Context: an optimization exercise on an open-source flow, tuned for small area. The choices shown serve that exercise and are no tape-out recipe. The RTL was checked by simulation tests, not by an equivalence proof against the original design. No driver is modelled on the clock port, so clock power and skew are understated where the tree is cut down; a real chip needs a root buffer or a tree. Power is estimated from default activity; no workload was simulated.

Setup of try-tundra:
==> flow/design.v <==
module reaction_game(
    input  wire clk,
    input  wire start_btn,
    input  wire resp_btn,
    input  wire reset_btn,
    output reg  [7:0] leds,
    output reg  [6:0] seg,
    output reg        dp,
    output reg  [7:0] an,
    output wire       piezo,
    output wire lcd_rs,
    output wire lcd_rw,
    output reg  lcd_e,
    output wire [7:0] lcd_data,
    output wire fc_r,
    output wire fc_g,
    output wire fc_b
);
parameter CLOCK_FREQ=8000;
parameter MS_TICKS=CLOCK_FREQ/1000;
reg [15:0] scan;
always @(posedge clk) begin
    if (reset_btn) scan <= 16'hFFFF;
    else           scan <= scan + 1'b1;
end
wire ms_tick = &scan[2:0];
localparam S_IDLE=3'd0, S_WAIT=3'd1, S_SIGNAL=3'd2, S_CAPTURE=3'd3, S_RESULT=3'd4, S_FALSE=3'd5;
reg [2:0] state, next_state;
reg       chg;          
wire st_idle   = (state == S_IDLE);
wire st_wait   = (state == S_WAIT);
wire st_signal = (state == S_SIGNAL);
wire st_result = (state == S_RESULT);
wire st_false  = (state == S_FALSE);
reg [3:0] d0, d1, d2, d3, d4;
reg       hi;
wire m500  = d3[1] | d3[0] | d2[3] | (d2[2] & (d2[1] | d2[0]));   
wire fast  = ~hi & (d4 == 0) & (d3 == 0);                  
wire le1k  = fast | (~hi & (d4 == 0) & (d3 == 4'd1) & (d2 == 0) & (d1 == 0) & (d0 == 0));
reg  [13:0] m_cnt;
localparam [15:0] INJ = 16'h544F;    
reg [15:0] lfsr;
reg [4:3]  inj_hi;
wire [4:0] inj = {inj_hi, m_cnt[13:11]};
wire [4:0] inj_inc = inj + 1'b1;
wire       inj_on = ~inj[4];
wire       lfsr_init = reset_btn | (st_idle & ~start_btn);
always @(posedge clk) begin
    if (lfsr_init) lfsr <= 16'hACE1;
    else lfsr <= {lfsr[14:0], st_idle ? 1'b1 : inj_on ? INJ[inj[3:0]] : (lfsr[15]^lfsr[13]^lfsr[12]^lfsr[10])};
    if (st_idle) inj_hi <= 2'd0;
    else if (inj_on) inj_hi <= inj_inc[4:3];
end
always @(*) begin
    next_state = state;
    case (state)
        S_IDLE:    if (start_btn) next_state = S_WAIT;
        S_WAIT:    if (resp_btn) next_state = S_FALSE; else if (wait_done) next_state = S_SIGNAL;
        S_SIGNAL:  if (resp_btn) next_state = S_CAPTURE;
        S_CAPTURE: next_state = S_RESULT;
        S_RESULT:  if (start_btn) next_state = S_IDLE;
        S_FALSE:   if (d3[1]) next_state = S_IDLE;
        default:   next_state = state;
    endcase
end
wire leave_wait  = st_wait & (resp_btn | wait_done);
wire leave_false = st_false & d3[1];
wire trans = (st_idle & start_btn) | leave_wait | (st_signal & resp_btn) | (state == S_CAPTURE)
           | (st_result & start_btn) | leave_false;
always @(posedge clk) begin
    if (reset_btn) begin state <= S_IDLE; chg <= 1'b1; end
    else begin state <= next_state; chg <= trans; end
end
wire cnt_clr = st_idle | leave_wait | leave_false;
wire cnt_inc = ms_tick & (st_wait | st_false | (st_signal & ~chg));
function [3:0] inc10(input [3:0] d);
    inc10 = (d + 1'b1) & {4{~(d[3] & d[0])}};
endfunction
wire c0 = cnt_inc & d0[3] & d0[0];
wire c1 = c0 & d1[3] & d1[0];
wire c2 = c1 & d2[3] & d2[0];
wire c3 = c2 & d3[3] & d3[0];
wire c4 = c3 & d4[3] & d4[0];
always @(posedge clk) begin
    if (reset_btn | cnt_clr) begin
        d0 <= 0; d1 <= 0; d2 <= 0; d3 <= 0; d4 <= 0; hi <= 0;
    end else begin
        if (cnt_inc) d0 <= inc10(d0);
        if (c0) d1 <= inc10(d1);
        if (c1) d2 <= inc10(d2);
        if (c2) d3 <= inc10(d3);
        if (c3) d4 <= inc10(d4);
        if (c4) hi <= 1'b1;
    end
end
reg        play;
reg        p_out;
assign piezo = p_out;
localparam [13:0] MEL_K0  = 14'd12991;
wire [11:0] r2    = {m_cnt[10:0] & {11{~st_idle}}, lfsr[15]};
wire [12:0] r2sub = {1'b0, r2} - 13'd1501;
wire        wait_done = m500 & (m_cnt[10:0] == 0);
wire        mel_end = m_cnt[13] & m_cnt[12] & m_cnt[11];
always @(posedge clk) begin
    if (st_idle | inj_on)                       m_cnt <= {st_idle ? 3'd1 : inj_inc[2:0], r2sub[12] ? r2[10:0] : r2sub[10:0]};
    else if (st_result & chg)                   m_cnt <= MEL_K0;
    else if (play & ms_tick & (m_cnt[13:3] == 11'd357)) m_cnt <= 14'h3FFF;
    else                                        m_cnt <= m_cnt - {13'b0, play | (ms_tick & m500)};
end
always @(posedge clk) begin
    if (reset_btn) play <= 1'b0;
    else play <= st_result & (chg | (play & ~mel_end));
end
always @(posedge clk) begin
    if (reset_btn) p_out <= 0;
    else p_out <= play & ~mel_end & fast & ~m_cnt[13];
end
assign fc_r = 1'b0;
assign fc_g = 1'b0;
assign fc_b = 1'b0;
wire [1:0] wstep = d1[1:0] + {d2[0], 1'b0} + (d0 != 0);
always @(*) begin
    case (state)
        S_IDLE:              leds = 8'b00000001;
        S_WAIT:              leds = 8'b1 << wstep;
        S_SIGNAL, S_CAPTURE: leds = 8'hFF;
        S_RESULT:            leds = le1k ? 8'h0F : 8'hF0;
        S_FALSE:             leds = d2[0] ? 8'h00 : 8'hFF;
        default:             leds = 8'b1;
    endcase
end
wire [2:0] digit_sel = (lcd_data[7:5] == 0) ? 3'd0 : scan[15:13];
wire       blank = st_wait | st_false;
reg  [3:0] digit;
always @(*) begin
    an = 8'hFF;
    an[digit_sel] = 1'b0;
    an[7:4] = 4'hF;
    case (digit_sel[1:0])
        0: digit = d4;
        1: digit = d3;
        2: digit = d2;
        default: digit = d1;
    endcase
    if (blank) digit = 4'd0;
end
function [6:0] map(input [3:0] v);
    map = {v[3] | (v[2] & ~v[1]) | (~v[2] & v[1]) | (v[1] & ~v[0]),                     
           v[3] | (~v[1] & ~v[0]) | (v[2] & ~v[1]) | (v[2] & ~v[0]),                     
           (~v[2] & ~v[0]) | (v[1] & ~v[0]),                                             
           v[3] | (~v[2] & ~v[0]) | (v[1] & ~v[0]) | (~v[2] & v[1]) | (v[2] & ~v[1] & v[0]),  
           v[2] | ~v[1] | v[0],                                                          
           ~v[2] | (v[1] & v[0]) | (~v[1] & ~v[0]),                                      
           v[3] | v[1] | (v[2] & v[0]) | (~v[2] & ~v[0])};                               
endfunction
always @(*) begin
    seg = digit_sel[2] ? 7'd0 : map(digit);
    dp = (digit_sel == 1);
end
function [7:0] lcd_char(input [2:0] s, input f, input [2:0] i);
    reg [47:0] m;
    begin
        case (s)
            S_IDLE:   m = "START ";
            S_WAIT:   m = "WAIT  ";
            S_SIGNAL: m = "GO!!  ";
            S_RESULT: m = f ? "GOOD!!" : "AGAIN ";
            S_FALSE:  m = "FALSE ";
            default:  m = "GO!!  ";    
        endcase
        case (i)
            1: lcd_char = m[47:40];
            2: lcd_char = m[39:32];
            3: lcd_char = m[31:24];
            4: lcd_char = m[23:16];
            5: lcd_char = m[15:8];
            6: lcd_char = m[7:0];
            default: lcd_char = 8'h80;
        endcase
    end
endfunction
reg [2:0] lcd_idx;
reg [6:0] lcd_q;        
wire [7:0] lcd_w = lcd_char(state, fast, lcd_idx);
reg [2:0] lcd_st;
always @(posedge clk) begin
    if (reset_btn) begin
        lcd_idx <= 0;
        lcd_st <= 0;
    end else if (chg) begin
        lcd_idx <= 0;
        lcd_st <= (lcd_st == 2 || lcd_st == 6) ? 3'd6 : 3'd0;
    end else begin
        case (lcd_st)
            3'd0, 3'd6: lcd_st <= 3'd1;
            3'd1, 3'd2: lcd_st <= lcd_st + 1'b1;
            3'd3, 3'd4: if (ms_tick) lcd_st <= lcd_st + 1'b1;
            default: if (ms_tick) begin
                if (lcd_idx[2] & lcd_idx[1]) lcd_st <= 3'd3;    
                else begin lcd_st <= 0; lcd_idx <= lcd_idx + 1'b1; end
            end
        endcase
    end
end
always @(*) lcd_e = (lcd_st == 2) | (lcd_st == 6);
always @(posedge clk) begin
    if (reset_btn) lcd_q <= 0;
    else if (~chg & (lcd_st == 0 || lcd_st == 6)) lcd_q <= {lcd_w[7], lcd_w[5:0]};
end
assign lcd_data = {lcd_q[6], ~lcd_q[6] & ~lcd_q[5] & (lcd_q[4:0] != 0), lcd_q[5:0]};
assign lcd_rs = lcd_data[6] | lcd_data[5];
assign lcd_rw = 1'b0;
endmodule
==> flow/config.mk <==
export PLATFORM = sky130hd
export DESIGN_NAME = reaction_game
export DESIGN_NICKNAME = reaction_game
export VERILOG_FILES = /design/flow/design.v
export SDC_FILE = /design/flow/constraint.sdc
export NUM_CORES = 4
export LEC_CHECK = 0
export CAP_MARGIN = 5
export CORE_MARGIN = 2
export CORE_UTILIZATION = 70
export GPL_TIMING_DRIVEN = 0
export PLACE_DENSITY = 0.9
export SLEW_MARGIN = 5
==> flow/constraint.sdc <==
create_clock -name core_clock -period 45.0 [get_ports {clk}]
set_input_delay 9.0000 -clock core_clock [delete_from_list [all_inputs] [get_ports {clk}]]
set_output_delay 9.0000 -clock core_clock [all_outputs]
set_load 0.01 [all_outputs]
standard.sh (not shown) runs the stock make flow with config.mk's settings and CLKGATE_MAP_FILE= SYNTH_SCRIPT=/design/flow/synth_recipe.tcl, a recipe that flattens the netlist after the stock synthesis.
==> flow/flow/run.sh <==
#!/bin/bash
# The standard layout (standard.sh), with these changes:
#  - synthesis maps with area-oriented ABC scripts (flow/area*.abc), run
#    with several seeds keeping the smallest, and leaves adders to ABC
#    instead of fixed half/full-adder cells;
#    registers are inferred exactly as in the standard synthesis;
#  - port buffers are the smallest buffer, buf_1;
#  - after floorplan, flow/my_ties.tcl lets one tie cell drive a 0 and a 1;
#  - synthesis inserts no buffers between output ports (SYNTH_INSBUF=0):
#    the port buffers separate them anyway.
set -euo pipefail
HERE=$(pwd)
export MY_ABC_SCRIPTS="$HERE/flow/area.abc $HERE/flow/area2.abc"
export MY_ABC_SEEDS="1 2 3 4 5 6 7 8 9 10 11 12 13 14 15 16 17 18 19 20"
export SYNTH_INSBUF=0
export ADDER_MAP_FILE=
export ABC_AREA=1
export BUFFER_PORTS_ARGS="-buffer_cell sky130_fd_sc_hd__buf_1"
export PRE_CTS_TCL=$HERE/flow/my_cts.tcl
export POST_FLOORPLAN_TCL=$HERE/flow/my_ties.tcl
export POST_CTS_TCL=$HERE/flow/my_cts_check.tcl
export MY_CLK_BUF_BIG=sky130_fd_sc_hd__buf_16
export MY_CLK_SLEW_NS=0.110
export MY_CLK_K=4
export MY_CLK_BALANCE=1
export MY_CLK_BUF=sky130_fd_sc_hd__buf_12
export MY_CLK_ROOT=
sed -e "s#SYNTH_SCRIPT=[^ ]*synth_recipe.tcl#SYNTH_SCRIPT=$HERE/flow/my_synth.tcl#" standard.sh > my_standard.sh
grep -q "flow/my_synth.tcl" my_standard.sh
bash my_standard.sh > flow.log 2>&1
==> flow/flow/my_synth.tcl <==
# synth_recipe.tcl, with ORFS's ABC mapping replaced: the combinational logic
# is mapped with each ABC script in MY_ABC_SCRIPTS (area-oriented, with
# &deepsyn) once per seed in MY_ABC_SEEDS, and the smallest result is kept.
# Registers are untouched.
proc synth {args} { yosys synth -nofsm -noshare {*}$args }
proc abc {args} {
  set i [lsearch -exact $args -script]
  set lib $::env(LIB_FILES)
  yosys design -save my_pre_abc
  set best ""
  set best_area 1e30
  foreach script $::env(MY_ABC_SCRIPTS) {
    set tmpl [open $script r]
    set text [read $tmpl]
    close $tmpl
    foreach seed $::env(MY_ABC_SEEDS) {
      set tag "[file rootname [file tail $script]]_$seed"
      yosys design -load my_pre_abc
      set f $::env(OBJECTS_DIR)/$tag.abc
      set fh [open $f w]
      puts -nonewline $fh [string map [list SEED $seed] $text]
      close $fh
      set a $args
      if {$i >= 0} { lset a [expr {$i+1}] $f }
      yosys abc {*}$a
      set rpt $::env(OBJECTS_DIR)/$tag.txt
      yosys tee -q -o $rpt stat -liberty [lindex $lib 0]
      set fh [open $rpt r]
      set area 1e30
      regexp {Chip area for module[^:]*: ([0-9.]+)} [read $fh] -> area
      close $fh
      puts "my_synth: ABC $tag area $area"
      yosys design -save my_abc_$tag
      if {$area < $best_area} { set best_area $area; set best $tag }
    }
  }
  puts "my_synth: keeping ABC $best (area $best_area)"
  yosys design -load my_abc_$best
}
source $::env(SCRIPTS_DIR)/synth.tcl
# left out here: clear keep_hierarchy, flatten, clean up, hide names made inside functions, write 1_2_yosys.v
Other scripts of this flow, unchanged in this note and not shown: flow/flow/area.abc, flow/flow/area2.abc, flow/flow/my_cts.tcl, flow/flow/my_cts_check.tcl, flow/flow/my_ties.tcl
try-tundra went all the way through the flow, and no timing, DRC or antenna check failed.
--- input diff try-tundra..try-umber ---
diff --git a/flow/flow/run.sh b/flow/flow/run.sh
--- a/flow/flow/run.sh
+++ b/flow/flow/run.sh
@@ -13,3 +13,3 @@
 export MY_ABC_SCRIPTS="$HERE/flow/area.abc $HERE/flow/area2.abc"
-export MY_ABC_SEEDS="1 2 3 4 5 6 7 8 9 10 11 12 13 14 15 16 17 18 19 20"
+export MY_ABC_SEEDS="4"
 export SYNTH_INSBUF=0
==> run notes <==
- From try-umber to try-tundra, logic depth of the worst path, buffers included did not move at all.
- Comparing try-tundra against try-umber, there is no change at all in final core utilization.
- Proportion of total power due to net switching: try-umber vs try-tundra identical
- try-tundra -> try-umber: wire length flat
No run of this note takes its clock network from TritonCTS; it comes from the design's own scripts or RTL.

## re-timing with driven ports
No port has a modelled driver above. Below, the same layouts with a new extraction and two added sets of constraints.
Step 1 (the two cells are an assumption about what drives the block):
set clk [get_ports {clk}]
set_driving_cell -lib_cell sky130_fd_sc_hd__clkbuf_16 $clk
set_driving_cell -lib_cell sky130_fd_sc_hd__buf_2 [delete_from_list [all_inputs] $clk]
Step 2 also shifts input and output timing later by t, the mid clock arrival at the registers, as if the neighbouring blocks saw the same clock.
Three values: no drivers, after step 1, after step 2; two values: the first two.
run | t (ns) | slack for setup (ns) | clock arrival spread, ns
try-tundra | 0.203 | 33.277 / 33.195 / 33.397 | 0.009 / 0.009
try-umber | 0.203 | 33.277 / 33.195 / 33.397 | 0.009 / 0.009
After both steps every run listed still meets setup and hold.
